Source: an optimization exercise on an open RTL-to-GDS flow (aim: small area and a short achievable clock period). Production flows keep margins and buffers that such runs may drop. Function was not checked in any run shown here: the RTL went through the layout flow alone. No activity file was given, so power comes from the tool's default toggle rates.

==> flow/design.v <==
module alu_top (
    input             clk,
    input      [7:0]  a,
    input      [7:0]  b,
    input      [3:0]  sel,
    output reg [15:0] out
);
    reg  [7:0]  a_q, b_q;
    reg  [3:0]  sel_q;
    wire [15:0] alu_out;
    always @(posedge clk) begin
        a_q   <= a;
        b_q   <= b;
        sel_q <= sel;
        out   <= alu_out;
    end
    alu u_alu (.a(a_q), .b(b_q), .sel(sel_q), .out(alu_out));
endmodule

`timescale 1ns / 1ps
module alu_addsub(
    input  [7:0] a, b,
    input        inc, sub, cin,
    output [8:0] sum
    );
    wire [7:0] bop = inc ? 8'd0 : (sub ? ~b : b);
    wire as1 = a[0] ^ bop[0] ^ cin;
    wire ac2 = (a[0] & bop[0]) | (a[0] & cin) | (bop[0] & cin);
    wire as3 = a[1] ^ bop[1] ^ ac2;
    wire ac4 = (a[1] & bop[1]) | (a[1] & ac2) | (bop[1] & ac2);
    wire as5 = a[2] ^ bop[2] ^ ac4;
    wire ac6 = (a[2] & bop[2]) | (a[2] & ac4) | (bop[2] & ac4);
    wire as7 = a[3] ^ bop[3] ^ ac6;
    wire ac8 = (a[3] & bop[3]) | (a[3] & ac6) | (bop[3] & ac6);
    wire as9 = a[4] ^ bop[4] ^ ac8;
    wire ac10 = (a[4] & bop[4]) | (a[4] & ac8) | (bop[4] & ac8);
    wire as11 = a[5] ^ bop[5] ^ ac10;
    wire ac12 = (a[5] & bop[5]) | (a[5] & ac10) | (bop[5] & ac10);
    wire as13 = a[6] ^ bop[6] ^ ac12;
    wire ac14 = (a[6] & bop[6]) | (a[6] & ac12) | (bop[6] & ac12);
    wire as15 = a[7] ^ bop[7] ^ ac14;
    wire ac16 = (a[7] & bop[7]) | (a[7] & ac14) | (bop[7] & ac14);
    assign sum = {ac16, as15, as13, as11, as9, as7, as5, as3, as1};
endmodule
module alu_mul(
    input  [7:0]  a, b,
    output [15:0] prod
    );
    wire pp0_0 = a[0] & b[0];
    wire pp0_1 = a[1] & b[0];
    wire pp0_2 = a[2] & b[0];
    wire pp0_3 = a[3] & b[0];
    wire pp0_4 = a[4] & b[0];
    wire pp0_5 = a[5] & b[0];
    wire pp0_6 = a[6] & b[0];
    wire pp0_7 = a[7] & b[0];
    wire pp1_0 = a[0] & b[1];
    wire pp1_1 = a[1] & b[1];
    wire pp1_2 = a[2] & b[1];
    wire pp1_3 = a[3] & b[1];
    wire pp1_4 = a[4] & b[1];
    wire pp1_5 = a[5] & b[1];
    wire pp1_6 = a[6] & b[1];
    wire pp1_7 = a[7] & b[1];
    wire pp2_0 = a[0] & b[2];
    wire pp2_1 = a[1] & b[2];
    wire pp2_2 = a[2] & b[2];
    wire pp2_3 = a[3] & b[2];
    wire pp2_4 = a[4] & b[2];
    wire pp2_5 = a[5] & b[2];
    wire pp2_6 = a[6] & b[2];
    wire pp2_7 = a[7] & b[2];
    wire pp3_0 = a[0] & b[3];
    wire pp3_1 = a[1] & b[3];
    wire pp3_2 = a[2] & b[3];
    wire pp3_3 = a[3] & b[3];
    wire pp3_4 = a[4] & b[3];
    wire pp3_5 = a[5] & b[3];
    wire pp3_6 = a[6] & b[3];
    wire pp3_7 = a[7] & b[3];
    wire pp4_0 = a[0] & b[4];
    wire pp4_1 = a[1] & b[4];
    wire pp4_2 = a[2] & b[4];
    wire pp4_3 = a[3] & b[4];
    wire pp4_4 = a[4] & b[4];
    wire pp4_5 = a[5] & b[4];
    wire pp4_6 = a[6] & b[4];
    wire pp4_7 = a[7] & b[4];
    wire pp5_0 = a[0] & b[5];
    wire pp5_1 = a[1] & b[5];
    wire pp5_2 = a[2] & b[5];
    wire pp5_3 = a[3] & b[5];
    wire pp5_4 = a[4] & b[5];
    wire pp5_5 = a[5] & b[5];
    wire pp5_6 = a[6] & b[5];
    wire pp5_7 = a[7] & b[5];
    wire pp6_0 = a[0] & b[6];
    wire pp6_1 = a[1] & b[6];
    wire pp6_2 = a[2] & b[6];
    wire pp6_3 = a[3] & b[6];
    wire pp6_4 = a[4] & b[6];
    wire pp6_5 = a[5] & b[6];
    wire pp6_6 = a[6] & b[6];
    wire pp6_7 = a[7] & b[6];
    wire pp7_0 = a[0] & b[7];
    wire pp7_1 = a[1] & b[7];
    wire pp7_2 = a[2] & b[7];
    wire pp7_3 = a[3] & b[7];
    wire pp7_4 = a[4] & b[7];
    wire pp7_5 = a[5] & b[7];
    wire pp7_6 = a[6] & b[7];
    wire pp7_7 = a[7] & b[7];
    wire ms17 = pp0_6 ^ pp1_5;
    wire mc18 = pp0_6 & pp1_5;
    wire ms19 = pp0_7 ^ pp1_6 ^ pp2_5;
    wire mc20 = (pp0_7 & pp1_6) | (pp0_7 & pp2_5) | (pp1_6 & pp2_5);
    wire ms21 = pp3_4 ^ pp4_3;
    wire mc22 = pp3_4 & pp4_3;
    wire ms23 = pp1_7 ^ pp2_6 ^ pp3_5;
    wire mc24 = (pp1_7 & pp2_6) | (pp1_7 & pp3_5) | (pp2_6 & pp3_5);
    wire ms25 = pp4_4 ^ pp5_3;
    wire mc26 = pp4_4 & pp5_3;
    wire ms27 = pp2_7 ^ pp3_6 ^ pp4_5;
    wire mc28 = (pp2_7 & pp3_6) | (pp2_7 & pp4_5) | (pp3_6 & pp4_5);
    wire ms29 = pp0_4 ^ pp1_3;
    wire mc30 = pp0_4 & pp1_3;
    wire ms31 = pp0_5 ^ pp1_4 ^ pp2_3;
    wire mc32 = (pp0_5 & pp1_4) | (pp0_5 & pp2_3) | (pp1_4 & pp2_3);
    wire ms33 = pp3_2 ^ pp4_1;
    wire mc34 = pp3_2 & pp4_1;
    wire ms35 = ms17 ^ pp2_4 ^ pp3_3;
    wire mc36 = (ms17 & pp2_4) | (ms17 & pp3_3) | (pp2_4 & pp3_3);
    wire ms37 = pp4_2 ^ pp5_1 ^ pp6_0;
    wire mc38 = (pp4_2 & pp5_1) | (pp4_2 & pp6_0) | (pp5_1 & pp6_0);
    wire ms39 = mc18 ^ ms19 ^ ms21;
    wire mc40 = (mc18 & ms19) | (mc18 & ms21) | (ms19 & ms21);
    wire ms41 = pp5_2 ^ pp6_1 ^ pp7_0;
    wire mc42 = (pp5_2 & pp6_1) | (pp5_2 & pp7_0) | (pp6_1 & pp7_0);
    wire ms43 = mc20 ^ mc22 ^ ms23;
    wire mc44 = (mc20 & mc22) | (mc20 & ms23) | (mc22 & ms23);
    wire ms45 = ms25 ^ pp6_2 ^ pp7_1;
    wire mc46 = (ms25 & pp6_2) | (ms25 & pp7_1) | (pp6_2 & pp7_1);
    wire ms47 = mc24 ^ mc26 ^ ms27;
    wire mc48 = (mc24 & mc26) | (mc24 & ms27) | (mc26 & ms27);
    wire ms49 = pp5_4 ^ pp6_3 ^ pp7_2;
    wire mc50 = (pp5_4 & pp6_3) | (pp5_4 & pp7_2) | (pp6_3 & pp7_2);
    wire ms51 = mc28 ^ pp3_7 ^ pp4_6;
    wire mc52 = (mc28 & pp3_7) | (mc28 & pp4_6) | (pp3_7 & pp4_6);
    wire ms53 = pp5_5 ^ pp6_4 ^ pp7_3;
    wire mc54 = (pp5_5 & pp6_4) | (pp5_5 & pp7_3) | (pp6_4 & pp7_3);
    wire ms55 = pp4_7 ^ pp5_6 ^ pp6_5;
    wire mc56 = (pp4_7 & pp5_6) | (pp4_7 & pp6_5) | (pp5_6 & pp6_5);
    wire ms57 = pp0_3 ^ pp1_2;
    wire mc58 = pp0_3 & pp1_2;
    wire ms59 = ms29 ^ pp2_2 ^ pp3_1;
    wire mc60 = (ms29 & pp2_2) | (ms29 & pp3_1) | (pp2_2 & pp3_1);
    wire ms61 = mc30 ^ ms31 ^ ms33;
    wire mc62 = (mc30 & ms31) | (mc30 & ms33) | (ms31 & ms33);
    wire ms63 = mc32 ^ mc34 ^ ms35;
    wire mc64 = (mc32 & mc34) | (mc32 & ms35) | (mc34 & ms35);
    wire ms65 = mc36 ^ mc38 ^ ms39;
    wire mc66 = (mc36 & mc38) | (mc36 & ms39) | (mc38 & ms39);
    wire ms67 = mc40 ^ mc42 ^ ms43;
    wire mc68 = (mc40 & mc42) | (mc40 & ms43) | (mc42 & ms43);
    wire ms69 = mc44 ^ mc46 ^ ms47;
    wire mc70 = (mc44 & mc46) | (mc44 & ms47) | (mc46 & ms47);
    wire ms71 = mc48 ^ mc50 ^ ms51;
    wire mc72 = (mc48 & mc50) | (mc48 & ms51) | (mc50 & ms51);
    wire ms73 = mc52 ^ mc54 ^ ms55;
    wire mc74 = (mc52 & mc54) | (mc52 & ms55) | (mc54 & ms55);
    wire ms75 = mc56 ^ pp5_7 ^ pp6_6;
    wire mc76 = (mc56 & pp5_7) | (mc56 & pp6_6) | (pp5_7 & pp6_6);
    wire ms77 = pp0_2 ^ pp1_1;
    wire mc78 = pp0_2 & pp1_1;
    wire ms79 = ms57 ^ pp2_1 ^ pp3_0;
    wire mc80 = (ms57 & pp2_1) | (ms57 & pp3_0) | (pp2_1 & pp3_0);
    wire ms81 = mc58 ^ ms59 ^ pp4_0;
    wire mc82 = (mc58 & ms59) | (mc58 & pp4_0) | (ms59 & pp4_0);
    wire ms83 = mc60 ^ ms61 ^ pp5_0;
    wire mc84 = (mc60 & ms61) | (mc60 & pp5_0) | (ms61 & pp5_0);
    wire ms85 = mc62 ^ ms63 ^ ms37;
    wire mc86 = (mc62 & ms63) | (mc62 & ms37) | (ms63 & ms37);
    wire ms87 = mc64 ^ ms65 ^ ms41;
    wire mc88 = (mc64 & ms65) | (mc64 & ms41) | (ms65 & ms41);
    wire ms89 = mc66 ^ ms67 ^ ms45;
    wire mc90 = (mc66 & ms67) | (mc66 & ms45) | (ms67 & ms45);
    wire ms91 = mc68 ^ ms69 ^ ms49;
    wire mc92 = (mc68 & ms69) | (mc68 & ms49) | (ms69 & ms49);
    wire ms93 = mc70 ^ ms71 ^ ms53;
    wire mc94 = (mc70 & ms71) | (mc70 & ms53) | (ms71 & ms53);
    wire ms95 = mc72 ^ ms73 ^ pp7_4;
    wire mc96 = (mc72 & ms73) | (mc72 & pp7_4) | (ms73 & pp7_4);
    wire ms97 = mc74 ^ ms75 ^ pp7_5;
    wire mc98 = (mc74 & ms75) | (mc74 & pp7_5) | (ms75 & pp7_5);
    wire ms99 = mc76 ^ pp6_7 ^ pp7_6;
    wire mc100 = (mc76 & pp6_7) | (mc76 & pp7_6) | (pp6_7 & pp7_6);
    wire ms101 = pp0_1 ^ pp1_0;
    wire mc102 = pp0_1 & pp1_0;
    wire ms103 = ms77 ^ pp2_0 ^ mc102;
    wire mc104 = (ms77 & pp2_0) | (ms77 & mc102) | (pp2_0 & mc102);
    wire ms105 = mc78 ^ ms79 ^ mc104;
    wire mc106 = (mc78 & ms79) | (mc78 & mc104) | (ms79 & mc104);
    wire ms107 = mc80 ^ ms81 ^ mc106;
    wire mc108 = (mc80 & ms81) | (mc80 & mc106) | (ms81 & mc106);
    wire ms109 = mc82 ^ ms83 ^ mc108;
    wire mc110 = (mc82 & ms83) | (mc82 & mc108) | (ms83 & mc108);
    wire ms111 = mc84 ^ ms85 ^ mc110;
    wire mc112 = (mc84 & ms85) | (mc84 & mc110) | (ms85 & mc110);
    wire ms113 = mc86 ^ ms87 ^ mc112;
    wire mc114 = (mc86 & ms87) | (mc86 & mc112) | (ms87 & mc112);
    wire ms115 = mc88 ^ ms89 ^ mc114;
    wire mc116 = (mc88 & ms89) | (mc88 & mc114) | (ms89 & mc114);
    wire ms117 = mc90 ^ ms91 ^ mc116;
    wire mc118 = (mc90 & ms91) | (mc90 & mc116) | (ms91 & mc116);
    wire ms119 = mc92 ^ ms93 ^ mc118;
    wire mc120 = (mc92 & ms93) | (mc92 & mc118) | (ms93 & mc118);
    wire ms121 = mc94 ^ ms95 ^ mc120;
    wire mc122 = (mc94 & ms95) | (mc94 & mc120) | (ms95 & mc120);
    wire ms123 = mc96 ^ ms97 ^ mc122;
    wire mc124 = (mc96 & ms97) | (mc96 & mc122) | (ms97 & mc122);
    wire ms125 = mc98 ^ ms99 ^ mc124;
    wire mc126 = (mc98 & ms99) | (mc98 & mc124) | (ms99 & mc124);
    wire ms127 = mc100 ^ pp7_7 ^ mc126;
    wire mc128 = (mc100 & pp7_7) | (mc100 & mc126) | (pp7_7 & mc126);
    assign prod = {mc128, ms127, ms125, ms123, ms121, ms119, ms117, ms115, ms113, ms111, ms109, ms107, ms105, ms103, ms101, pp0_0};
endmodule
module alu(
    input  [7:0]  a, b,
    input  [3:0]  sel,
    output reg [15:0] out
    );
    wire is_inc = (sel == 4'd1);
    wire is_sub = (sel == 4'd2);
    wire [8:0]  sum;
    wire [15:0] prod;
    alu_addsub u_addsub (.a(a), .b(b), .inc(is_inc), .sub(is_sub), .cin(is_inc | is_sub), .sum(sum));
    alu_mul    u_mul    (.a(a), .b(b), .prod(prod));
    wire [7:0] q;
    wire gs7_129 = a[7] | ~b[0];
    assign q[7] = (b[7:1] == 0) & gs7_129;
    wire [0:0] r7 = q[7] ? {(a[7] ^ b[0])} : {a[7]};
    wire gs6_130 = a[6] | ~b[0];
    wire gs6_131 = r7[0] & ~b[1];
    wire es6_132 = ~(r7[0] ^ b[1]);
    wire cs6_133 = gs6_131 | (es6_132 & gs6_130);
    assign q[6] = (b[7:2] == 0) & cs6_133;
    wire [1:0] r6 = q[6] ? {(r7[0] ^ b[1] ^ ~gs6_130), (a[6] ^ b[0])} : {r7[0], a[6]};
    wire gs5_134 = a[5] | ~b[0];
    wire gs5_135 = r6[0] & ~b[1];
    wire es5_136 = ~(r6[0] ^ b[1]);
    wire gs5_137 = r6[1] & ~b[2];
    wire es5_138 = ~(r6[1] ^ b[2]);
    wire cs5_139 = gs5_135 | (es5_136 & gs5_134);
    wire cs5_140 = gs5_137 | (es5_138 & cs5_139);
    assign q[5] = (b[7:3] == 0) & cs5_140;
    wire [2:0] r5 = q[5] ? {(r6[1] ^ b[2] ^ ~cs5_139), (r6[0] ^ b[1] ^ ~gs5_134), (a[5] ^ b[0])} : {r6[1], r6[0], a[5]};
    wire gs4_141 = a[4] | ~b[0];
    wire gs4_142 = r5[0] & ~b[1];
    wire es4_143 = ~(r5[0] ^ b[1]);
    wire gs4_144 = r5[1] & ~b[2];
    wire es4_145 = ~(r5[1] ^ b[2]);
    wire gs4_146 = r5[2] & ~b[3];
    wire es4_147 = ~(r5[2] ^ b[3]);
    wire cs4_148 = gs4_142 | (es4_143 & gs4_141);
    wire cs4_149 = gs4_144 | (es4_145 & cs4_148);
    wire cs4_150 = gs4_146 | (es4_147 & cs4_149);
    assign q[4] = (b[7:4] == 0) & cs4_150;
    wire [3:0] r4 = q[4] ? {(r5[2] ^ b[3] ^ ~cs4_149), (r5[1] ^ b[2] ^ ~cs4_148), (r5[0] ^ b[1] ^ ~gs4_141), (a[4] ^ b[0])} : {r5[2], r5[1], r5[0], a[4]};
    wire gs3_151 = a[3] | ~b[0];
    wire gs3_152 = r4[0] & ~b[1];
    wire es3_153 = ~(r4[0] ^ b[1]);
    wire gs3_154 = r4[1] & ~b[2];
    wire es3_155 = ~(r4[1] ^ b[2]);
    wire gs3_156 = r4[2] & ~b[3];
    wire es3_157 = ~(r4[2] ^ b[3]);
    wire gs3_158 = r4[3] & ~b[4];
    wire es3_159 = ~(r4[3] ^ b[4]);
    wire cs3_160 = gs3_152 | (es3_153 & gs3_151);
    wire cs3_161 = gs3_154 | (es3_155 & cs3_160);
    wire cs3_162 = gs3_156 | (es3_157 & cs3_161);
    wire cs3_163 = gs3_158 | (es3_159 & cs3_162);
    assign q[3] = (b[7:5] == 0) & cs3_163;
    wire [4:0] r3 = q[3] ? {(r4[3] ^ b[4] ^ ~cs3_162), (r4[2] ^ b[3] ^ ~cs3_161), (r4[1] ^ b[2] ^ ~cs3_160), (r4[0] ^ b[1] ^ ~gs3_151), (a[3] ^ b[0])} : {r4[3], r4[2], r4[1], r4[0], a[3]};
    wire gs2_164 = a[2] | ~b[0];
    wire gs2_165 = r3[0] & ~b[1];
    wire es2_166 = ~(r3[0] ^ b[1]);
    wire gs2_167 = r3[1] & ~b[2];
    wire es2_168 = ~(r3[1] ^ b[2]);
    wire gs2_169 = r3[2] & ~b[3];
    wire es2_170 = ~(r3[2] ^ b[3]);
    wire gs2_171 = r3[3] & ~b[4];
    wire es2_172 = ~(r3[3] ^ b[4]);
    wire gs2_173 = r3[4] & ~b[5];
    wire es2_174 = ~(r3[4] ^ b[5]);
    wire cs2_175 = gs2_165 | (es2_166 & gs2_164);
    wire cs2_176 = gs2_167 | (es2_168 & cs2_175);
    wire cs2_177 = gs2_169 | (es2_170 & cs2_176);
    wire cs2_178 = gs2_171 | (es2_172 & cs2_177);
    wire cs2_179 = gs2_173 | (es2_174 & cs2_178);
    assign q[2] = (b[7:6] == 0) & cs2_179;
    wire [5:0] r2 = q[2] ? {(r3[4] ^ b[5] ^ ~cs2_178), (r3[3] ^ b[4] ^ ~cs2_177), (r3[2] ^ b[3] ^ ~cs2_176), (r3[1] ^ b[2] ^ ~cs2_175), (r3[0] ^ b[1] ^ ~gs2_164), (a[2] ^ b[0])} : {r3[4], r3[3], r3[2], r3[1], r3[0], a[2]};
    wire gs1_180 = a[1] | ~b[0];
    wire gs1_181 = r2[0] & ~b[1];
    wire es1_182 = ~(r2[0] ^ b[1]);
    wire gs1_183 = r2[1] & ~b[2];
    wire es1_184 = ~(r2[1] ^ b[2]);
    wire gs1_185 = r2[2] & ~b[3];
    wire es1_186 = ~(r2[2] ^ b[3]);
    wire gs1_187 = r2[3] & ~b[4];
    wire es1_188 = ~(r2[3] ^ b[4]);
    wire gs1_189 = r2[4] & ~b[5];
    wire es1_190 = ~(r2[4] ^ b[5]);
    wire gs1_191 = r2[5] & ~b[6];
    wire es1_192 = ~(r2[5] ^ b[6]);
    wire cs1_193 = gs1_181 | (es1_182 & gs1_180);
    wire cs1_194 = gs1_183 | (es1_184 & cs1_193);
    wire cs1_195 = gs1_185 | (es1_186 & cs1_194);
    wire cs1_196 = gs1_187 | (es1_188 & cs1_195);
    wire cs1_197 = gs1_189 | (es1_190 & cs1_196);
    wire cs1_198 = gs1_191 | (es1_192 & cs1_197);
    assign q[1] = (b[7:7] == 0) & cs1_198;
    wire [6:0] r1 = q[1] ? {(r2[5] ^ b[6] ^ ~cs1_197), (r2[4] ^ b[5] ^ ~cs1_196), (r2[3] ^ b[4] ^ ~cs1_195), (r2[2] ^ b[3] ^ ~cs1_194), (r2[1] ^ b[2] ^ ~cs1_193), (r2[0] ^ b[1] ^ ~gs1_180), (a[1] ^ b[0])} : {r2[5], r2[4], r2[3], r2[2], r2[1], r2[0], a[1]};
    wire gs0_199 = a[0] | ~b[0];
    wire gs0_200 = r1[0] & ~b[1];
    wire es0_201 = ~(r1[0] ^ b[1]);
    wire gs0_202 = r1[1] & ~b[2];
    wire es0_203 = ~(r1[1] ^ b[2]);
    wire gs0_204 = r1[2] & ~b[3];
    wire es0_205 = ~(r1[2] ^ b[3]);
    wire gs0_206 = r1[3] & ~b[4];
    wire es0_207 = ~(r1[3] ^ b[4]);
    wire gs0_208 = r1[4] & ~b[5];
    wire es0_209 = ~(r1[4] ^ b[5]);
    wire gs0_210 = r1[5] & ~b[6];
    wire es0_211 = ~(r1[5] ^ b[6]);
    wire gs0_212 = r1[6] & ~b[7];
    wire es0_213 = ~(r1[6] ^ b[7]);
    wire cs0_214 = gs0_200 | (es0_201 & gs0_199);
    wire cs0_215 = gs0_202 | (es0_203 & cs0_214);
    wire cs0_216 = gs0_204 | (es0_205 & cs0_215);
    wire cs0_217 = gs0_206 | (es0_207 & cs0_216);
    wire cs0_218 = gs0_208 | (es0_209 & cs0_217);
    wire cs0_219 = gs0_210 | (es0_211 & cs0_218);
    wire cs0_220 = gs0_212 | (es0_213 & cs0_219);
    assign q[0] = 1'b1 & cs0_220;
    wire [7:0] r0 = q[0] ? {(r1[6] ^ b[7] ^ ~cs0_219), (r1[5] ^ b[6] ^ ~cs0_218), (r1[4] ^ b[5] ^ ~cs0_217), (r1[3] ^ b[4] ^ ~cs0_216), (r1[2] ^ b[3] ^ ~cs0_215), (r1[1] ^ b[2] ^ ~cs0_214), (r1[0] ^ b[1] ^ ~gs0_199), (a[0] ^ b[0])} : {r1[6], r1[5], r1[4], r1[3], r1[2], r1[1], r1[0], a[0]};
    wire bz = (b == 8'd0);
    wire s_as   = (sel == 4'd0) | (sel == 4'd1) | (sel == 4'd2);
    wire s_addc = (sel == 4'd0) | (sel == 4'd1);
    wire s_mul  = (sel == 4'd3);
    wire s_div  = (sel == 4'd4) & ~bz;
    wire s_rem  = (sel == 4'd5) & ~bz;
    wire s_and  = (sel == 4'd6);
    wire s_or   = (sel == 4'd7);
    wire s_nand = (sel == 4'd8);
    wire s_nor  = (sel == 4'd9);
    wire s_xor  = (sel == 4'd10);
    wire s_ones = s_nand | s_nor | (is_sub & ~sum[8]);
    wire [7:0] lg = ({8{s_and}} & (a & b)) | ({8{s_or}} & (a | b)) | ({8{s_nand}} & ~(a & b))
                  | ({8{s_nor}} & ~(a | b)) | ({8{s_xor}} & (a ^ b));
    always @(*) begin
        out[7:0]  = ({8{s_as}} & sum[7:0]) | ({8{s_mul}} & prod[7:0]) | ({8{s_div}} & q) | ({8{s_rem}} & r0) | lg;
        out[8]    = (s_addc & sum[8]) | (s_mul & prod[8]) | s_ones;
        out[15:9] = ({7{s_mul}} & prod[15:9]) | {7{s_ones}};
    end
endmodule
==> flow/flow/run.sh <==
#!/bin/bash
# Layout flow: the standard ORFS layout (standard.sh) with these changes:
#  - synthesis is synth_recipe.tcl, except that ABC runs flow/synth.abc and
#    Yosys's full/half-adder extraction (extract_fa) is applied only to the
#    adder and multiplier modules (flow/fa_modules.txt), which are kept as
#    separate modules until the end of synthesis (SYNTH_HIERARCHICAL=1) and
#    then flattened by synth_recipe.tcl as usual;
#  - the resizer keeps a larger setup slack margin (flow/margin.txt), so it
#    sizes the critical paths instead of stopping at the 32 ns constraint;
#  - the smallest buffer (buf_1) on each port.
# Each tool's output goes to a log file in this folder.
set -euo pipefail
W=$(pwd)
MARGIN=$(cat flow/margin.txt)
FAMODS=$(cat flow/fa_modules.txt)
{
  echo "proc abc {args} {"
  echo "  set i [lsearch \$args -script]"
  echo "  if {\$i >= 0} { lset args [expr {\$i + 1}] $W/flow/synth.abc }"
  echo "  yosys abc {*}\$args"
  echo "}"
  echo "proc extract_fa {args} { yosys extract_fa {*}\$args $FAMODS }"
  cat synth_recipe.tcl
} > my_synth.tcl
EXTRA=()
[ -n "$FAMODS" ] && EXTRA+=(SYNTH_HIERARCHICAL=1 SYNTH_INSBUF=0)
[ -z "$FAMODS" ] && EXTRA+=(ADDER_MAP_FILE=)
bash standard.sh SYNTH_SCRIPT=$W/my_synth.tcl SETUP_SLACK_MARGIN=$MARGIN "${EXTRA[@]}" \
  "BUFFER_PORTS_ARGS=-buffer_cell sky130_fd_sc_hd__buf_1" finish > orfs_make.log 2>&1
cp orfs/logs/*/alu_top/base/*.log . 2>/dev/null || true
==> flow/flow/fa_modules.txt <==
alu_addsub alu_mul
==> flow/flow/margin.txt <==
24
==> flow/flow/synth.abc <==
strash
 dch
 map -B 0.9
 topo
 stime -c
==> flow/standard.sh <==
#!/bin/bash
# synth_recipe.tcl (not shown) runs the flow's synth.tcl, then flattens the netlist and writes it again
# the make line also repeats each setting of config.mk as NAME=value (left out here)
make -C /OpenROAD-flow-scripts/flow DESIGN_CONFIG=/design/flow/config.mk WORK_HOME=/design/flow/orfs CLKGATE_MAP_FILE= SYNTH_SCRIPT=/design/flow/synth_recipe.tcl "${@:-finish}"
==> flow/config.mk <==
export PLATFORM = sky130hd
export DESIGN_NAME = alu_top
export DESIGN_NICKNAME = alu_top
export VERILOG_FILES = /design/flow/design.v
export SDC_FILE = /design/flow/constraint.sdc
export NUM_CORES = 4
export LEC_CHECK = 0
export ABC_AREA = 1
export CAP_MARGIN = 20
export CORE_MARGIN = 2
export CORE_UTILIZATION = 60
export SLEW_MARGIN = 20
==> flow/constraint.sdc <==
create_clock -name core_clock -period 32.0 [get_ports {clk}]
set_input_delay 6.4000 -clock core_clock [delete_from_list [all_inputs] [get_ports {clk}]]
set_output_delay 6.4000 -clock core_clock [all_outputs]
set_load 0.01 [all_outputs]
==> out/qor.txt, run 1 <==
==================================================================================================
Layout cell share with drive strength beyond 1                                               12.4%
Total routing usage reported by global routing                                               32.6%
Post-Synthesis Mean Instance Area                                                       6.06 sq um
Largest net degree at the start of global routing                                               24
Antenna-violating nets left                                                                      0
Critical path launch point type                                                           register
Leading cell types by total area after synthesis                                      nand2_1, fa_1, dfxtp_1, clkinv_1, nand3_1
Peak ir drop on the vdd network                                                        0.0000329 V
Max-slew violation count                                                                         0
Sequential element share of the synthesized area                                             14.7%
Slew @ Worst Pin                                                                            846 ps
Commonest cells in the netlist                                                        nand2_1, clkinv_1, nand3_1, nor2_1, fa_1
Number of warnings issued by yosys                                                               8
DP Cell Count                                                                                  953
Port Buffers                                                                                    36
Length in cells of the worst reg-to-reg path                                                    22
Clock transition time at the flip-flop clock pins of the worst setup and hold paths          80 ps
Placer Congestion                                                                            0.925
Uppermost signal routing layer after detailed routing                                         met4
Vias in the first global route                                                                5121
Final std cells w/o fill                                                                       972
Violation count after the first detailed-routing iteration                                     372
Number of antenna diodes                                                                         0
Final hold violations                                                                            0
Average wire per cell in the routed design                                                 14.2 um
Number of levels the H-tree was split into                                                       2
Maximum clock frequency                                                                    132 MHz
Hold-fix buffers, CTS                                                                            0
Relative slew slack                                                                          43.2%
Power per cell area                                                                   35.0 nW/um^2
Worst Hold Path Cells                                                                            3
Worst flop-to-flop path endpoint                                                           out[14]
GRT Residual Overflow                                                                            0
TNS Setup                                                                                     0 ps
Pre-Repair DR Iteration Count                                                                    6
Kind of end point of the critical path                                                    register
Crit path kind                                                                        register to register
Vias post-DR                                                                                  5261
Most used DFF post-synth                                                                   dfxtp_1
Summed instance area of the synthesized netlist                                         4900 sq um
Number of nets in the synthesized netlist                                                      893
Number of different library cells in the post-synthesis netlist                                 27
Final setup skew                                                                           8.53 ps
Initial antenna violation count                                                                  0
Maximum Capacitance Violations                                                                   0
Count of endpoints failing setup in the final report                                             0
Type of the tightest min-delay check                                                  register to register
Half-perimeter wire length after placement                                                 10.0 mm
IO Count                                                                                        37
Register-to-register path setup slack                                                     24420 ps
Count of flip-flops with a built-in enable after synthesis                                       0
Count leader, synth                                                                        nand2_1
Length of routed wiring on met1                                                            5.49 mm
Cells after synthesis                                                                          808
Portion of the clock cycle consumed by the worst path in the final layout                    23.7%
Library cell occupying the most area in the post-synthesis netlist                         nand2_1
Chip height                                                                                94.4 um
Net count reported at finish                                                                   955
Outcome                                                                               finished clean
Total core area                                                                         7810 sq um
Metal3 WL                                                                                   975 um
Count of unresolved DRC violations after routing                                                 0
Required time of the critical path                                                        32220 ps
Worst Min Path Start                                                                      sel_q[3]
Reg-to-Reg Start                                                                            a_q[3]
Leakage power total                                                                        2.66 nW
Worst endpoint data arrival time                                                           7800 ps
Initial Utilization                                                                          62.7%
Die X-Extent                                                                               94.4 um
Synth async-reset ratio                                                                         0%
Clock latency on the worst-skew pair                                                        280 ps
Met2 wirelength from detailed routing                                                      6.76 mm
Standard-cell rows                                                                              32
Clock root cell                                                                           clkbuf_8
Final wirelength                                                                           13.8 mm
Flip-flop and latch count after synthesis                                                       36
Global-route wire length before repair                                                     22.6 mm
Syn-to-layout area delta                                                                     15.9%
Mean number of vias per cell                                                                  5.41
Worst hold endpoint                                                                         out[8]
Min Tclk post-route                                                                        7580 ps
CTS tree                                                                                      done
Crit Path Max Fanout                                                                            15
Unrepaired setup endpoints after global routing                                              false
Maximum root-to-sink buffer count                                                                2
Portion of synthesized cell area occupied by the leading cell type                           24.8%
Sink Count                                                                                      36
Overall die area                                                                        8900 sq um
Inserted Clock Buffers                                                                           5
==================================================================================================
layout by cell type (no fill, tap or decap), types with 6 or more instances in the layout:
master    netlist  routed
buf_4           0      14
nand2_2         0      35
nand3_1        75      61
nand2_1       323     283
nor2_1         57      55
dfxtp_1        36      33
clkinv_1      181     167
nand2_4         0       6
inv_4           0       6
buf_1           0      36
o21ai_0        14      13
nand3_2         0      13
nand4_1        10      10
fa_1           56      56
xnor2_1         8       8
nor3_1          9       7
ha_1            8       8
per-stage QoR:
step | power (mW) | hold slack, ps | setup WS (ps) | util, % | cell area, sq um
6_report | 0.199 | 677 | 24420 | 72.7 | 5680
4_1_cts | 0.192 | 676 | 24000 | 68.7 | 5370
3_5_place_dp | 0.160 | 636 | 22820 | 66.8 | 5220
3_3_place_gp | 0.157 | 645 | 23390 | 66.8 | 5210
2_1_floorplan | 0.133 | 537 | 24550 | - | 4900
5_1_grt | 0.220 | 783 | 23850 | 72.7 | 5680
state kept, by name, indices dropped and copies added (netlist names):
name	cells
sel_q	4
b_q	8
out	16
a_q	8
timing repair:
action,4_1_cts,5_1_grt
pin swaps,2,12
gates cloned,0,1
setup buffers,2,9
gates resized for setup,22,78
endpoints found under the setup margin,8,8
layer usage:
| layer | track usage (%) | up-vias |
|---|---|---|
| met5 | 0 | - |
| li1 | - | 2579 |
| met2 | 57.4 | 217 |
| met3 | 4.31 | 59 |
| met1 | 39.6 | 2406 |
| met4 | 15.1 | 0 |
power breakdown:
part | switching (mW) | internal, mW
registers | 0.00495 | 0.0493
clock network | 0.0163 | 0.0148
logic | 0.0691 | 0.0442
total | 0.0903 | 0.108
worst max-delay path by stage:
| stage | startpoint | endpoint | slack (ps) | cells after the start |
|---|---|---|---|---|
| detailed placement | b_q[2] | out[0] | 22820 | 78 |
| global placement | b_q[2] | out[0] | 23390 | 78 |
| global route | b_q[7] | out[0] | 23850 | 82 |
| floorplan | b_q[2] | out[0] | 24550 | 78 |
| CTS | b_q[2] | out[0] | 24000 | 82 |
| finish | a_q[3] | out[14] | 24420 | 22 |
per-module statistics from Yosys (local to each module, per instance):
module	cells inside	area [sq um]
alu_mul	224	1690
alu_top	36	721
alu_addsub	46	304
alu	502	2180
layout make-up:
cell class	count	area (sq um)
fillers	704	2130
clock buffers	6	72.6
repair buffers	54	289
inverters	181	707
clock inverters	1	5.00
multi-input cells	592	3750
flip-flops and latches	36	729
well taps	102	128
critical path, cell delays in order, from the launching register on:
cell and delay, ps:
dfxtp_1 750, nand2_1 110, clkinv_1 70, ha_1 250
fa_1 510, clkinv_1 120, fa_1 520, clkinv_1 80
fa_1 400, clkinv_1 80, fa_1 170, clkinv_1 80
fa_1 450, fa_1 460, fa_1 460, fa_1 470
fa_1 460, fa_1 470, fa_1 460, fa_1 460
fa_1 540, nand2_1 50, nand2_1 90
cell families (layout without fill, tap and decap cells):
group / count (synthesis) / count (layout) / share of synthesized area, %
and+or+nand+nor: 480 / 481 / 39.8
buffers and inverters: 181 / 242 / 13.9
adders and majority gates: 64 / 64 / 24.9
AOI/OAI and AO/OA: 37 / 37 / 4.88
DFF: 36 / 36 / 14.7
xor gates and xnor gates: 10 / 10 / 1.79
==> inputs of run 2 (changes only) <==
==> flow/flow/margin.txt (replaced) <==
25
==> flow/flow/synth.abc (replaced) <==
strash
 dch
 map -a
 topo
 stime -c
 buffer -c
 upsize -c
 dnsize -c
==> run 2 against run 1 <==
Flip-flop and latch count is the same. Die area shrank 3.4%. Largest power group unchanged. Wire length grew 10%. Still clean on timing, DRC and antenna. Cell count shrank 10%. Setup slack lost 1400 ps. Combinational power grew 24%. Clock power grew 16%. Register-to-register slack lost 1400 ps. First-iteration DRC count grew 43%. Synthesized cell count shrank 20%.
==> out/qor.txt, run 2 <==
==================================================================================================
Maximum clock frequency                                                                    112 MHz   -15%
Half-perimeter wire length after placement                                                 9.89 mm   -1.1%
Type of the tightest min-delay check                                                  register to register
Library cell occupying the most area in the post-synthesis netlist                            fa_1
Count of fill cells added during filler insertion                                              545   -23%
Area of the multi-input gates                                                           3650 sq um   -2.5%
Longest individual stage delay on the worst path                                            370 ps   -380 ps
Length in cells of the worst reg-to-reg path                                                    71   +220%
CTS tree                                                                                      done
Cells after synthesis                                                                          643   -20%
Flip-flop count of the largest register, all copies and words added                             16   unchanged
Critical path launch point type                                                           register
Capturing instance or port of the critical path                                             out[6]
Most used DFF post-synth                                                                   dfxtp_1
Sequential element share of the synthesized area                                             15.3%   +0.55 points
Mean number of vias per cell                                                                  5.76   +6.5%
Reg with most FFs                                                                              out
Initial Utilization                                                                          61.4%   -1.3 points
Flip-flop and latch count after synthesis                                                       36   unchanged
Number of antenna diodes                                                                         0   unchanged
TNS Setup                                                                                     0 ps   unchanged
Critical path's slowest cell                                                               dfxtp_4
Portion of synthesized cell area occupied by the leading cell type                           23.7%   -1.0 points
Syn-to-layout area delta                                                                     28.2%
Worst endpoint data arrival time                                                           9100 ps   +1300 ps
Power per cell area                                                                   38.1 nW/um^2   +8.8%
Average wire per cell in the routed design                                                 17.5 um   +23%
Slew @ Worst Pin                                                                            861 ps   +15.3 ps
Final setup skew                                                                           12.6 ps   +4.12 ps
Count of unresolved DRC violations after routing                                                 0   unchanged
Number of warnings issued by yosys                                                               8   unchanged
Clock latency on the worst-skew pair                                                        300 ps   +20 ps
Unrepaired setup endpoints after global routing                                               true
Synth async-reset ratio                                                                         0%   unchanged
Final hold violations                                                                            0   unchanged
Chip height                                                                                92.7 um   -1.7%
Portion of the clock cycle consumed by the worst path in the final layout                    28.0%   +4.3 points
Leading registers by flop count                                                       out (16), a_q (8), b_q (8)
Required time of the critical path                                                        32150 ps   -70 ps
Most used cells in the layout excluding fill and tap cells                            inv_1, nor2_1, nand2_1
Overall die area                                                                        8600 sq um   -3.4%
Die X-Extent                                                                               92.7 um   -1.7%
Standard-cell rows                                                                              32   unchanged
Global routing usage on met2                                                                 59.9%   +2.4 points
Clock transition time at the flip-flop clock pins of the worst setup and hold paths          80 ps   about the same
Number of different library cells in the post-synthesis netlist                                 48   +78%
Vias post-DR                                                                                  5032   -4.4%
Leading cell types by total area after synthesis                                      fa_1, dfxtp_1, inv_1, nor2_1, nand2_1
Inserted Clock Buffers                                                                           5   unchanged
Min Tclk post-route                                                                        8950 ps   +1370 ps
Count of flip-flops with a built-in enable after synthesis                                       0   unchanged
Reg-to-Reg Start                                                                            b_q[7]
Maximum Capacitance Violations                                                                   0   unchanged
Max-slew violation count                                                                         0   unchanged
Final wirelength                                                                           15.3 mm   +10%
Count of endpoints failing setup in the final report                                             0   unchanged
GRT Residual Overflow                                                                            0   unchanged
Relative slew slack                                                                          41.1%   -2.1 points
Violation count after the first detailed-routing iteration                                     531   +43%
Post-Route Hold Slack                                                                       650 ps   -27.9 ps
Number of levels the H-tree was split into                                                       2   unchanged
Peak ir drop on the vdd network                                                        0.0000278 V   -15%
Initial antenna violation count                                                                  0   unchanged
Worst setup path startpoint                                                                 b_q[7]
Worst flop-to-flop path endpoint                                                            out[6]
Most Used Layer, Global Route                                                                 met2
Port Buffers                                                                                    36   unchanged
Hold-fix buffers, CTS                                                                            0   unchanged
Placer Congestion                                                                            0.938   +1.4%
Clock root cell                                                                           clkbuf_8
Layout cell share with drive strength beyond 1                                               32.7%   +20 points
Outcome                                                                               finished clean
Global-route wire length before repair                                                     23.8 mm   +5.2%
Pre-Repair DR Iteration Count                                                                    8   +2
Kind of end point of the critical path                                                    register
Maximum root-to-sink buffer count                                                                2   unchanged
Total routing usage reported by global routing                                               35.5%   +2.9 points
Register-to-register path setup slack                                                     23050 ps   -1370 ps
Sequential standard cell area                                                            757 sq um   +3.8%
Commonest non-fill, non-tap cell in the layout                                               inv_1
Total core area                                                                         7690 sq um   -1.5%
Crit path kind                                                                        register to register
Met1 GRT Util                                                                                45.6%   +6.0 points
Leakage power total                                                                        2.95 nW   +11%
Crit Path Max Fanout                                                                             6   -9
Sink Count                                                                                      36   unchanged
Antenna-violating nets left                                                                      0   unchanged
Number of nets in the synthesized netlist                                                      728   -18%
Largest net degree at the start of global routing                                               19   -21%
Net count reported at finish                                                                   855   -10%
Grt met3 use                                                                                 6.10%   +1.8 points
Commonest cells in the netlist                                                        inv_1, nor2_1, nand2_1, fa_1, dfxtp_1
Post-Synthesis Mean Instance Area                                                       7.34 sq um   +21%
Summed instance area of the synthesized netlist                                         4720 sq um   -3.6%
IO Count                                                                                        37   unchanged
Vias in the first global route                                                                4882   -4.7%
==================================================================================================
run 2: changes by cell type in the layout (fill, tap and decap cells not counted), moves of 16 or more:
cell      delta
nand2_2     -20
clkinv_1   -166
xor2_1      +16
nor2_1      +49
inv_1      +110
nand3_1     -55
buf_4       +74
buf_1       -16
nand2_1    -191
run 2: where the power goes:
part	internal [mW]	leakage (nW)	switching (mW)	total, mW
Clock	0.0176	0.0516	0.0184	0.0360
Sequential	0.0495	0.306	0.00476	0.0542
Combinational	0.0644	2.59	0.0759	0.140
run 2: area by class of cell:
cell class	count	share of cell area, %
sequential	36	12.5
inverter	126	8.10
clock buffer	6	1.36
timing repair buffer	130	15.3
multi-input combinational	470	60.3
timing repair inverter	1	0.0620
tap	102	2.11
clock inverter	2	0.227
run 2: how the worst min path moves through the flow:
stage	end	from	slack, ps	cells after the start
detailed placement	out[8]	sel_q[1]	630	3
finish	out[8]	sel_q[1]	650	3
global placement	out[8]	sel_q[1]	620	3
CTS	out[8]	sel_q[1]	650	3
floorplan	out[8]	sel_q[1]	570	3
global route	out[8]	sel_q[1]	700	3
run 2: cells by family after synthesis:
logic type                 share of synthesized area (%)
AOI/OAI and AO/OA                                   15.7
buffers and inverters                               11.9
muxes                                              0.450
adders and majority gates                           26.3
and+or+nand+nor                                     25.2
xor gates and xnor gates                            5.19
DFF                                                 15.3
run 2: timing repair:
action                     CTS  global route
setup buffers               70            22
cloned                       1             0
pin swaps                   29            41
gates resized for setup     69            33
setup endpoints to repair   27            26
run 2: modules after synthesis (local to each module, per instance):
module      flip-flops and latches  cells  copies in the design  cell area, sq um
alu                              0    388                     1              2140
alu_addsub                       0     31                     1               308
alu_mul                          0    188                     1              1560
alu_top                         36     36                     1               721
run 2: through the flow:
| stage | setup slack [ps] | util [%] | power (mW) | cell area, sq um | std cells |
|---|---|---|---|---|---|
| floorplan | 24080 | - | 0.135 | 4770 | 643 |
| global placement | 22850 | 64.5 | 0.158 | 4960 | 772 |
| detailed placement | 22560 | 64.5 | 0.162 | 4960 | 772 |
| CTS | 23410 | 75.1 | 0.219 | 5770 | 851 |
| global route | 22530 | 78.8 | 0.247 | 6050 | 873 |
| finish | 23050 | 78.8 | 0.231 | 6050 | 873 |
run 2: critical path: cells and delay by family, from the launching register on:
kind / cells / cell delay (ps)
AOI/OAI and AO/OA: 22 / 3100
adders and majority gates: 1 / 310
buffers and inverters: 17 / 1770
DFF: 1 / 370
and+or+nand+nor: 31 / 3220
run 2: per-layer routing:
metal / wire length [um] / vias up / share of wire (%)
met5: 0 / - / 0
met4: 867 / 0 / 5.7
met3: 1410 / 99 / 9.2
met2: 7410 / 319 / 48
met1: 5600 / 2355 / 37
li1: - / 2259 / -
==> inputs of run 3 (changes only) <==
--- a/flow/design.v
+++ b/flow/design.v
@@ -350,14 +350,21 @@
     wire s_mul  = (sel == 4'd3);
     wire s_div  = (sel == 4'd4) & ~bz;
     wire s_rem  = (sel == 4'd5) & ~bz;
-    wire s_and  = (sel == 4'd6);
-    wire s_or   = (sel == 4'd7);
     wire s_nand = (sel == 4'd8);
     wire s_nor  = (sel == 4'd9);
-    wire s_xor  = (sel == 4'd10);
     wire s_ones = s_nand | s_nor | (is_sub & ~sum[8]);
-    wire [7:0] lg = ({8{s_and}} & (a & b)) | ({8{s_or}} & (a | b)) | ({8{s_nand}} & ~(a & b))
-                  | ({8{s_nor}} & ~(a | b)) | ({8{s_xor}} & (a ^ b));
+    wire [3:0] tt = (sel == 4'd6)  ? 4'b1000 :    
+                    (sel == 4'd7)  ? 4'b1110 :    
+                    (sel == 4'd8)  ? 4'b0111 :    
+                    (sel == 4'd9)  ? 4'b0001 :    
+                    (sel == 4'd10) ? 4'b0110 :    
+                                     4'b0000;
+    reg [7:0] lg;
+    integer i;
+    always @(*) begin
+        for (i = 0; i < 8; i = i + 1)
+            lg[i] = tt[{a[i], b[i]}];
+    end
     always @(*) begin
         out[7:0]  = ({8{s_as}} & sum[7:0]) | ({8{s_mul}} & prod[7:0]) | ({8{s_div}} & q) | ({8{s_rem}} & r0) | lg;
         out[8]    = (s_addc & sum[8]) | (s_mul & prod[8]) | s_ones;
--- a/flow/flow/run.sh
+++ b/flow/flow/run.sh
@@ -7,6 +7,8 @@
 #    then flattened by synth_recipe.tcl as usual;
 #  - the resizer keeps a larger setup slack margin (flow/margin.txt), so it
 #    sizes the critical paths instead of stopping at the 32 ns constraint;
+#  - Yosys's synth runs with -noabc, so the adder extraction sees the logic as
+#    written and the one ABC run (flow/synth.abc) maps everything;
 #  - the smallest buffer (buf_1) on each port.
 # Each tool's output goes to a log file in this folder.
 set -euo pipefail
@@ -22,7 +24,7 @@
   echo "proc extract_fa {args} { yosys extract_fa {*}\$args $FAMODS }"
   cat synth_recipe.tcl
 } > my_synth.tcl
-EXTRA=()
+EXTRA=(SYNTH_ARGS=-noabc)
 [ -n "$FAMODS" ] && EXTRA+=(SYNTH_HIERARCHICAL=1 SYNTH_INSBUF=0)
 [ -z "$FAMODS" ] && EXTRA+=(ADDER_MAP_FILE=)
 bash standard.sh SYNTH_SCRIPT=$W/my_synth.tcl SETUP_SLACK_MARGIN=$MARGIN "${EXTRA[@]}" \
==> flow/flow/margin.txt (replaced) <==
24
==> flow/flow/synth.abc (replaced) <==
strash
 dch
 map -B 0.9
 topo
 stime -c
==> run 3 against run 2 <==
Fmax grew 20%. Worst hold slack better by 55 ps. Critical endpoint is now out[0]. Power down 16%. Flip-flop and latch count unchanged. Still clean.
==> out/qor.txt, run 3 <==
==================================================================================================
Commonest cells in the netlist                                                        nand2_1, clkinv_1, nand3_1, fa_1, nor2_1
Worst Min Path Start                                                                      sel_q[1]
Slew @ Worst Pin                                                                            929 ps   +68.1 ps
Clock root cell                                                                           clkbuf_8
Crit-path most repeated cell                                                               nand2_1
IO Count                                                                                        37   unchanged
Count of fill cells added during filler insertion                                              635   +17%
Most used cells in the layout excluding fill and tap cells                            nand2_1, clkinv_1, nand3_1
Clock latency on the worst-skew pair                                                        300 ps   about the same
Commonest non-fill, non-tap cell in the layout                                             nand2_1
Chip height                                                                                90.5 um   -2.4%
Hold-fix buffers, CTS                                                                            0   unchanged
Average wire per cell in the routed design                                                 14.6 um   -17%
Count of unresolved DRC violations after routing                                                 0   unchanged
Crit Path Max Fanout                                                                            20   +14
Standard-cell rows                                                                              31   -3.1%
Number of nets in the synthesized netlist                                                      793   +8.9%
Flip-flop and latch count after synthesis                                                       36   unchanged
Clock transition time at the flip-flop clock pins of the worst setup and hold paths          90 ps   about the same
Count of flip-flops with a built-in enable after synthesis                                       0   unchanged
Count of endpoints failing setup in the final report                                             0   unchanged
Vias in the first global route                                                                4431   -9.2%
Global-route wire length before repair                                                     20.8 mm   -13%
Portion of synthesized cell area occupied by the leading cell type                           25.0%   +1.2 points
Worst flop-to-flop path endpoint                                                            out[0]
Overall die area                                                                        8190 sq um   -4.7%
Synth async-reset ratio                                                                         0%   unchanged
Power per cell area                                                                   36.8 nW/um^2   -3.4%
Sink Count                                                                                      36   unchanged
Worst hold endpoint                                                                         out[8]
Placer Congestion                                                                            0.929   -0.90%
Most used DFF post-synth                                                                   dfxtp_1
Antenna-violating nets left                                                                      0   unchanged
Summed instance area of the synthesized netlist                                         4490 sq um   -4.9%
Final hold violations                                                                            0   unchanged
Vias post-DR                                                                                  4840   -3.8%
Layout cell share with drive strength beyond 1                                               11.7%   -21 points
Max-slew violation count                                                                         0   unchanged
Met1 GRT Util                                                                                44.6%   -1.0 points
Reg with most FFs                                                                              out
Length in cells of the worst reg-to-reg path                                                    65   -8.5%
Number of antenna diodes                                                                         0   unchanged
Register-to-register path setup slack                                                     24510 ps   +1460 ps
Net count reported at finish                                                                   859   +0.47%
Mean number of vias per cell                                                                  5.54   -3.9%
Die X-Extent                                                                               90.5 um   -2.4%
Most Used Layer, Global Route                                                                 met2
Pre-Repair DR Iteration Count                                                                    5   -3
Peak ir drop on the vdd network                                                        0.0000281 V   +1.1%
Initial antenna violation count                                                                  0   unchanged
Inserted Clock Buffers                                                                           5   unchanged
TNS Setup                                                                                     0 ps   unchanged
Global routing usage on met2                                                                 49.3%   -11 points
Crit path kind                                                                        register to register
Unrepaired setup endpoints after global routing                                              false
Leakage power total                                                                        2.53 nW   -14%
Final setup skew                                                                           9.24 ps   -3.41 ps
Required time of the critical path                                                        32190 ps   +40 ps
Grt met3 use                                                                                 4.92%   -1.2 points
Longest individual stage delay on the worst path                                            470 ps   +100 ps
Post-route cell area                                                                    5260 sq um   -13%
Maximum clock frequency                                                                    134 MHz   +20%
Violation count after the first detailed-routing iteration                                     473   -11%
GRT Residual Overflow                                                                            0   unchanged
Port Buffers                                                                                    36   unchanged
Outcome                                                                               finished clean
Number of warnings issued by yosys                                                               8   unchanged
Relative slew slack                                                                          37.6%   -3.5 points
Total core area                                                                         7250 sq um   -5.6%
Worst Hold Path Cells                                                                            3   unchanged
Flip-flop count of the largest register, all copies and words added                             16   unchanged
Worst endpoint data arrival time                                                           7680 ps   -1420 ps
Syn-to-layout area delta                                                                     17.1%
Leading cell types by total area after synthesis                                      fa_1, nand2_1, dfxtp_1, clkinv_1, nand3_1
Placement Cell Area                                                                     4800 sq um   -3.2%
Maximum root-to-sink buffer count                                                                2   unchanged
Type of the tightest min-delay check                                                  register to register
Number of levels the H-tree was split into                                                       2   unchanged
Sequential element share of the synthesized area                                             16.0%   +0.79 points
Leading registers by flop count                                                       out (16), a_q (8), b_q (8)
Critical path launch point type                                                           register
Kind of end point of the critical path                                                    register
Count leader, synth                                                                        nand2_1
Largest net degree at the start of global routing                                               22   +3
Critical path's slowest cell                                                                nor4_1
Reg-to-Reg Start                                                                            b_q[3]
Half-perimeter wire length after placement                                                 9.08 mm   -8.3%
CTS tree                                                                                      done
Post-Synthesis Mean Instance Area                                                       6.34 sq um   -14%
Maximum Capacitance Violations                                                                   0   unchanged
Min Tclk post-route                                                                        7490 ps   -1460 ps
Final wirelength                                                                           12.8 mm   -17%
Number of different library cells in the post-synthesis netlist                                 22   -54%
Total routing usage reported by global routing                                               31.3%   -4.2 points
Initial Utilization                                                                          61.9%   +0.49 points
Cells after synthesis                                                                          708   +10%
Portion of the clock cycle consumed by the worst path in the final layout                    23.4%   -4.6 points
Library cell occupying the most area in the post-synthesis netlist                            fa_1
==================================================================================================
## run 3: changes by cell type after synthesis, sizes merged, moves of 6 or more
| cell | delta |
|---|---|
| o21a | -8 |
| nand3 | +62 |
| a21oi | -12 |
| buf | -10 |
| clkinv | +126 |
| a221oi | -6 |
| xnor2 | -6 |
| nand2 | +174 |
| xor2 | -21 |
| inv | -124 |
| nor3 | -7 |
| o21ai | -9 |
| nor2 | -81 |
## run 3: cell families after synthesis
family | share of synthesized area (%)
simple gates | 37.7
buf+inv | 10.7
fa+ha+maj | 27.2
compound gates | 8.16
flops | 16.0
xor+xnor | 0.195
## run 3: what timing repair did
item / 4_1_cts / 5_1_grt
endpoints found under the setup margin: 8 / 8
cloned: 0 / 1
buffers inserted: 0 / 15
gates resized for setup: 21 / 59
pin swaps: 0 / 10
## run 3: where the power goes
part	leakage [nW]	switching [mW]	internal (mW)	total, mW
Clock	0.0404	0.0193	0.0154	0.0347
Combinational	2.19	0.0623	0.0419	0.104
Sequential	0.304	0.00523	0.0491	0.0544
Total	2.53	0.0868	0.106	0.193
## run 3: through the flow
step           power (mW)  utilization (%)  worst slack, ps  instances  hold WS [ps]
5_1_grt             0.211             72.5            23830        874           738
3_3_place_gp        0.148             66.2            23430        850           657
6_report            0.193             72.5            24510        874           704
4_1_cts             0.188             68.0            24050        858           676
3_5_place_dp        0.152             66.2            22800        850           657
2_1_floorplan       0.127                -            24650        708           563
## run 3: layer usage
metal	part of all wire (%)	vias to the layer above
met2	47	252
met4	2.3	0
li1	-	2344
met5	0	-
met3	9.0	30
met1	42	2214
## run 3: how the worst max path moves through the flow
stage           start  endpoint  slack [ps]  depth (start not counted)
4_1_cts        b_q[7]    out[0]       24050                         71
5_1_grt        b_q[3]    out[2]       23830                         73
3_3_place_gp   b_q[1]    out[0]       23430                         68
6_report       b_q[3]    out[0]       24510                         65
2_1_floorplan  b_q[1]    out[0]       24650                         68
3_5_place_dp   b_q[1]    out[0]       22800                         68
## run 3: area by class of cell
class | instances | area (sq um) | area share, %
clock buffers | 5 | 68.8 | 1.31
clock inverters | 3 | 23.8 | 0.452
inverters | 128 | 494 | 9.40
multi-input cells | 545 | 3480 | 66.3
flip-flops and latches | 36 | 742 | 14.1
well taps | 99 | 124 | 2.36
repair buffers | 58 | 320 | 6.09
## run 3: Yosys stat by module, one instance, submodules excluded
module | cell area, sq um | copies in the design | cells
alu_mul | 1540 | 1 | 184
alu_top | 721 | 1 | 36
alu_addsub | 284 | 1 | 41
alu | 1940 | 1 | 447
## run 3: worst max-delay path, delay by kind of cell (launching register included)
kind / cells / cell delay (ps)
simple gates: 54 / 5490
flops: 1 / 310
compound gates: 3 / 350
buf+inv: 8 / 1220
==> inputs of run 4 (changes only) <==
==> flow/flow/synth.abc (replaced) <==
strash
 dch
 map -D 5000
 topo
 stime -c
--- a/flow/config.mk
+++ b/flow/config.mk
@@ -8,5 +8,5 @@
 export ABC_AREA = 1
 export CAP_MARGIN = 20
 export CORE_MARGIN = 2
-export CORE_UTILIZATION = 60
+export CORE_UTILIZATION = 50
 export SLEW_MARGIN = 20
==> run 4 against run 3 <==
Still clean. Utilization down 11 points. Non-clock buffer count fell by 10. Synthesized area down 3.7%. Cell count down 13%. Largest cell class unchanged. Highest routed layer unchanged.
==> out/qor.txt, run 4 <==
==================================================================================================
CTS tree                                                                                      done
GRT Residual Overflow                                                                            0   unchanged
Maximum root-to-sink buffer count                                                                2   unchanged
Power per cell area                                                                   41.0 nW/um^2   +12%
Post-Synthesis Mean Instance Area                                                       7.19 sq um   +13%
Standard-cell rows                                                                              33   +6.5%
Hold-fix buffers, CTS                                                                            0   unchanged
Die X-Extent                                                                               97.0 um   +7.2%
Library cell occupying the most area in the post-synthesis netlist                            fa_1
Number of levels the H-tree was split into                                                       2   unchanged
Vias post-DR                                                                                  4454   -8.0%
Required time of the critical path                                                        32150 ps   -40 ps
Longest individual stage delay on the worst path                                            550 ps   +80 ps
Leading registers by flop count                                                       out (16), a_q (8), b_q (8)
Count of unresolved DRC violations after routing                                                 0   unchanged
Kind of end point of the critical path                                                    register
TNS Setup                                                                                     0 ps   unchanged
Most used cells in the layout excluding fill and tap cells                            nor2_1, nand2_1, clkinv_1
Most used DFF post-synth                                                                   dfxtp_1
Cells after synthesis                                                                          601   -15%
Type of the tightest min-delay check                                                  register to register
Syn-to-layout area delta                                                                     18.5%
Peak ir drop on the vdd network                                                        0.0000294 V   +4.4%
Leakage power total                                                                        2.09 nW   -18%
Critical path launch point type                                                           register
Flip-flop count of the largest register, all copies and words added                             16   unchanged
Pre-Repair DR Iteration Count                                                                    5   unchanged
Crit Path Max Fanout                                                                            12   -40%
Leading cell types by total area after synthesis                                      fa_1, dfxtp_1, nor2_1, nand2_1, a21oi_1
Global-route wire length before repair                                                     20.9 mm   +0.73%
Antenna-violating nets left                                                                      0   unchanged
Placer Congestion                                                                            0.925   -0.42%
Clock root cell                                                                           clkbuf_8
Maximum Capacitance Violations                                                                   0   unchanged
Clock latency on the worst-skew pair                                                        290 ps   about the same
Total routing usage reported by global routing                                               27.4%   -3.9 points
Violation count after the first detailed-routing iteration                                     240   -49%
Mean number of vias per cell                                                                  5.84   +5.4%
Initial antenna violation count                                                                  0   unchanged
Number of antenna diodes                                                                         0   unchanged
Metal3 WL                                                                                   635 um   -45%
Count leader, synth                                                                         nor2_1
Count of flip-flops with a built-in enable after synthesis                                       0   unchanged
Critical path's slowest cell                                                               dfxtp_2
Maximum clock frequency                                                                    130 MHz   -2.3%
Unrepaired setup endpoints after global routing                                              false
Sequential element share of the synthesized area                                             16.7%   +0.62 points
Met2 wirelength from detailed routing                                                      6.58 mm   +10%
Crit path kind                                                                        register to register
Layout cell share with drive strength beyond 1                                               13.4%   +1.6 points
Uppermost signal routing layer after detailed routing                                         met4
Final wirelength                                                                           12.9 mm   +1.1%
Summed instance area of the synthesized netlist                                         4320 sq um   -3.7%
Half-perimeter wire length after placement                                                 9.61 mm   +5.9%
IO Count                                                                                        37   unchanged
Length of routed wiring on met1                                                            5.14 mm   -3.7%
Total core area                                                                         8300 sq um   +14%
Flip-flop and latch count after synthesis                                                       36   unchanged
Slew @ Worst Pin                                                                            978 ps   +49.1 ps
Largest net degree at the start of global routing                                               24   +9.1%
Average wire per cell in the routed design                                                 16.9 um   +16%
Chip height                                                                                97.0 um   +7.2%
Final hold violations                                                                            0   unchanged
Net count reported at finish                                                                   742   -14%
Worst endpoint data arrival time                                                           7810 ps   +130 ps
Initial Utilization                                                                          52.1%   -9.8 points
Max-slew violation count                                                                         0   unchanged
Number of different library cells in the post-synthesis netlist                                 31   +41%
Port Buffers                                                                                    36   unchanged
Outcome                                                                               finished clean
Portion of synthesized cell area occupied by the leading cell type                           25.9%   +0.96 points
Number of nets in the synthesized netlist                                                      686   -13%
Number of warnings issued by yosys                                                               8   unchanged
Vias in the first global route                                                                4514   +1.9%
Reg with most FFs                                                                              out
Count of endpoints failing setup in the final report                                             0   unchanged
Min Tclk post-route                                                                        7660 ps   +179 ps
Sink Count                                                                                      36   unchanged
Clock transition time at the flip-flop clock pins of the worst setup and hold paths          80 ps   about the same
Overall die area                                                                        9410 sq um   +15%
Commonest non-fill, non-tap cell in the layout                                              nor2_1
Crit-path most repeated cell                                                               a21oi_2
Portion of the clock cycle consumed by the worst path in the final layout                    24.0%   +0.56 points
Synth async-reset ratio                                                                         0%   unchanged
Commonest cells in the netlist                                                        nor2_1, nand2_1, clkinv_1, a21oi_1, fa_1
Inserted Clock Buffers                                                                           5   unchanged
Relative slew slack                                                                          34.5%   -3.0 points
Final setup skew                                                                           9.09 ps   -0.146 ps
Post-Route Hold Slack                                                                       654 ps   -50.4 ps
==================================================================================================
==> run 4: changes by cell type in the layout (fill, tap and decap cells not counted), moves of 7 or more <==
cell | previous run | this run
clkinv_1 | 123 | 63
nand2_1 | 265 | 94
nor2_1 | 41 | 115
o21a_1 | 0 | 10
a21oi_1 | 18 | 47
buf_4 | 19 | 12
o21ai_0 | 14 | 29
nand3_2 | 12 | 3
a21oi_2 | 2 | 14
nand3_1 | 59 | 24
xor2_1 | 1 | 16
nand2_2 | 17 | 5
==> run 4: timing repair <==
item	4_1_cts	5_1_grt
pin swaps	1	16
buffers inserted	1	9
cloned	0	1
setup endpoints to repair	8	8
gates resized for setup	27	61
==> run 4: worst paths after layout <==
path                            endpoint  cells after the start  startpoint  slack, ps
worst min register to register    out[8]                      3    sel_q[1]        650
worst max register to register    out[5]                     41      b_q[4]      24340
worst min-delay path              out[8]                      3    sel_q[1]        650
worst max-delay path              out[5]                     41      b_q[4]      24340
==> run 4: report_power, final <==
part           switching, mW  total, mW  leakage, nW  internal (mW)
combinational         0.0686      0.116         1.73         0.0473
sequential           0.00511     0.0543        0.304         0.0492
clock                 0.0168     0.0400       0.0552         0.0231
==> run 4: routing by layer <==
layer  vias to the layer above  global-route usage (%)
met4                         0                    12.5
met1                      2138                    32.7
met3                        41                    4.19
li1                       2134                       -
met2                       141                    48.6
met5                         -                       0
==> run 4: cell type report <==
type | instances | area [sq um]
Multi-Input combinational cell | 497 | 3640
Fill cell | 809 | 3170
Sequential cell | 36 | 743
Inverter | 69 | 274
Timing Repair Buffer | 48 | 225
Tap cell | 105 | 131
Clock buffer | 6 | 72.6
Clock inverter | 2 | 35.0
==> run 4: kinds of logic after synthesis <==
group / synth area share [%]
fa+ha+maj: 28.2
buf+inv: 5.99
simple gates: 23.4
compound gates: 21.6
flops: 16.7
xor+xnor: 4.05
==> run 4: critical path, delay by kind of cell, from the launching register on <==
family	cells	cell delay (ps)
AO/OA/AOI/OAI	29	5110
AND/OR/NAND/NOR	7	910
XOR/XNOR	1	240
flip-flops	1	550
buffers and inverters	4	690
==> run 4: metrics by stage <==
stage          setup slack, ps  area [sq um]  total power [mW]  instances  utilization, %
2_1_floorplan            24150          4320             0.128        601               -
3_3_place_gp             22880          4610             0.159        744            55.5
3_5_place_dp             22450          4610             0.160        744            55.5
4_1_cts                  24010          4800             0.202        753            57.8
5_1_grt                  23830          5130             0.228        763            61.8
6_report                 24340          5130             0.210        763            61.8
==> run 4: per-module statistics from Yosys (local to each module, per instance) <==
module      area (sq um)  cells
alu_addsub           260     24
alu_top              721     36
alu_mul             1360    136
alu                 1980    405
==> inputs of run 5 (changes only) <==
==> flow/flow/synth.abc (replaced) <==
strash
 dch
 map -D 6000
 topo
 stime -c
==> run 5 against run 4 <==
Still clean. Combinational power increased by 16%. Flip-flop and latch count unchanged. Clock skew decreased by 2.9 ps. Clock-buffer cell count decreased by 1. Synthesized cell count decreased by 5.7%. First-iteration DRC count increased by 13%. Die area decreased by 2.9%. Sequential power about the same. Cell area increased by 13%. Power increased by 7.2%. Wire length increased by 14%. Register-to-register slack got worse by 420 ps. Critical path type unchanged. Critical endpoint is now out[3]. Largest cell class unchanged.
==> out/qor.txt, run 5 <==
==================================================================================================
Initial antenna violation count                                                                  0   unchanged
Sequential standard cell area                                                            746 sq um   +0.34%
Number of nets in the synthesized netlist                                                      652   -5.0%
Number of antenna diodes                                                                         0   unchanged
DP Cell Count                                                                                  710   -4.6%
Placement Cell Area                                                                     4500 sq um   -2.3%
Worst endpoint data arrival time                                                           8330 ps   +520 ps
Cells after synthesis                                                                          567   -5.7%
Final std cells w/o fill                                                                       795   +4.2%
Critical path launch point type                                                           register
Number of warnings issued by yosys                                                               8   unchanged
Type of the tightest min-delay check                                                  register to register
Clock transition time at the flip-flop clock pins of the worst setup and hold paths          90 ps   about the same
Average wire per cell in the routed design                                                 18.5 um   +9.7%
Placer Congestion                                                                            0.896   -3.2%
Summed instance area of the synthesized netlist                                         4190 sq um   -3.0%
Top delay family on crit path                                                         compound AO/OA/AOI/OAI gates
Crit Path Max Fanout                                                                             7   -5
Standard-cell rows                                                                              33   unchanged
CTS tree                                                                                      done
Chip height                                                                                95.6 um   -1.5%
Net count reported at finish                                                                   774   +4.3%
Portion of the clock cycle consumed by the worst path in the final layout                    25.3%   +1.3 points
Leading cell types by total area after synthesis                                      fa_1, dfxtp_1, nor2_1, nand2_1, a21oi_1
Register-to-register path setup slack                                                     23920 ps   -420 ps
Crit-path most repeated cell                                                               nand2_1
Area of the multi-input gates                                                           3840 sq um   +5.5%
Leading registers by flop count                                                       out (16), a_q (8), b_q (8)
Reg with most FFs                                                                              out
Sequential element share of the synthesized area                                             17.2%   +0.52 points
Power per cell area                                                                   38.8 nW/um^2   -5.3%
Reg-to-Reg Start                                                                            b_q[7]
Total buffers and inverters traversed by the critical path                                       5   +1
Port Buffers                                                                                    36   unchanged
GRT Residual Overflow                                                                            0   unchanged
Longest individual stage delay on the worst path                                            370 ps   -180 ps
Maximum Capacitance Violations                                                                   0   unchanged
Pre-Repair DR Iteration Count                                                                    5   unchanged
Worst flop-to-flop path endpoint                                                            out[3]
Critical path depth in cells                                                                    57   +39%
Outcome                                                                               finished clean
Die X-Extent                                                                               95.6 um   -1.5%
Violation count after the first detailed-routing iteration                                     272   +13%
Flip-flop and latch count after synthesis                                                       36   unchanged
Clock root cell                                                                           clkbuf_8
Final wirelength                                                                           14.7 mm   +14%
Length in cells of the worst reg-to-reg path                                                    57   +39%
Critical path's slowest cell                                                               dfxtp_4
Vias in the first global route                                                                4619   +2.3%
==================================================================================================
run 5: cell types whose count changed in the layout (fill, tap and decap cells not counted), sizes merged, moves of 3 or more:
cell / previous run / this run
buf: 48 / 114
nand2: 99 / 89
a21oi: 65 / 57
nand3: 27 / 19
clkinv: 65 / 59
o21a: 11 / 15
o211ai: 12 / 9
xor2: 18 / 21
run 5: layout make-up:
class                   instances  area share, %
clock inverters                 3          0.410
flip-flops and latches         36           12.9
clock buffers                   5           1.19
well taps                     105           2.26
multi-input cells             471           66.2
repair buffers                114           12.9
inverters                      61           4.18
run 5: cell families after synthesis:
logic type | Yosys count | synth area share (%)
fa+ha+maj | 64 | 29.1
simple gates | 236 | 22.5
xor+xnor | 25 | 5.22
compound gates | 145 | 20.5
flops | 36 | 17.2
buf+inv | 61 | 5.46
run 5: how the worst max path moves through the flow:
stage                  end  slack, ps   start
floorplan           out[0]      24020  b_q[7]
global placement    out[2]      22380  b_q[7]
detailed placement  out[1]      22260  b_q[7]
CTS                 out[1]      24000  b_q[6]
global route        out[1]      23470  b_q[7]
finish              out[3]      23920  b_q[7]
run 5: metal layers:
layer / share of wire, % / vias to the layer above / wire length [um] / GRT usage, %
li1: - / 2127 / - / -
met1: 37 / 2210 / 5470 / 36.7
met2: 51 / 234 / 7520 / 57.6
met3: 7.6 / 72 / 1110 / 4.43
met4: 4.3 / 0 / 638 / 14.9
met5: 0 / - / 0 / 0
run 5: worst register-to-register path, delay by kind of cell (launching register included):
family | cells | cell delay, ps
XOR/XNOR | 2 | 390
flip-flops | 1 | 370
buffers and inverters | 5 | 550
AO/OA/AOI/OAI | 24 | 3550
AND/OR/NAND/NOR | 26 | 3170
run 5: what timing repair did:
item / in CTS / in global routing
setup buffers: 49 / 27
endpoints found under the setup margin: 8 / 8
pin swaps: 45 / 61
gates resized for setup: 89 / 89
hold buffers: 0 / 0
gates cloned: 1 / 0
run 5: per-stage QoR:
step | hold WS (ps) | power, mW | setup WS [ps]
final | 656 | 0.225 | 23920
after global routing | 702 | 0.242 | 23470
after CTS | 660 | 0.211 | 24000
after detailed placement | 639 | 0.159 | 22260
after global placement | 629 | 0.157 | 22380
after floorplan | 566 | 0.128 | 24020
run 5: modules after synthesis, one instance, submodules excluded:
| module | times used | flip-flops and latches |
|---|---|---|
| alu_addsub | 1 | 0 |
| alu_top | 1 | 36 |
| alu_mul | 1 | 0 |
| alu | 1 | 0 |
run 5: power by group:
group / internal [mW] / switching, mW / leakage (nW) / total (mW)
sequential: 0.0491 / 0.00532 / 0.304 / 0.0545
combinational: 0.0594 / 0.0760 / 2.10 / 0.135
clock: 0.0155 / 0.0199 / 0.0404 / 0.0353
total: 0.124 / 0.101 / 2.44 / 0.225

separate check: timing with driven ports:
The flow's constraints put no driver on any port. The routed layouts listed below were extracted and timed again, unchanged, in two steps. Step 1 sets driving cells, clkbuf_16 on the clock port and buf_2 on the other inputs (assumed; they add their load-dependent delay and slew). Step 2 also shifts input and output timing later by t, the mid clock arrival at the registers, as if the neighbouring blocks saw the same clock. Slacks: no drivers / after step 1 / after step 2; pairs: no drivers / after step 1.
| run | shift t [ns] | slack for setup (ns) |
|---|---|---|
| run 1 | 0.314 | 24.420 / 24.420 / 24.420 |
| run 2 | 0.323 | 23.051 / 23.051 / 23.051 |
| run 3 | 0.329 | 24.514 / 24.514 / 24.514 |
| run 4 | 0.327 | 24.335 / 24.335 / 24.335 |
| run 5 | 0.334 | 23.916 / 23.916 / 23.916 |
After both steps every run listed still meets setup and hold.
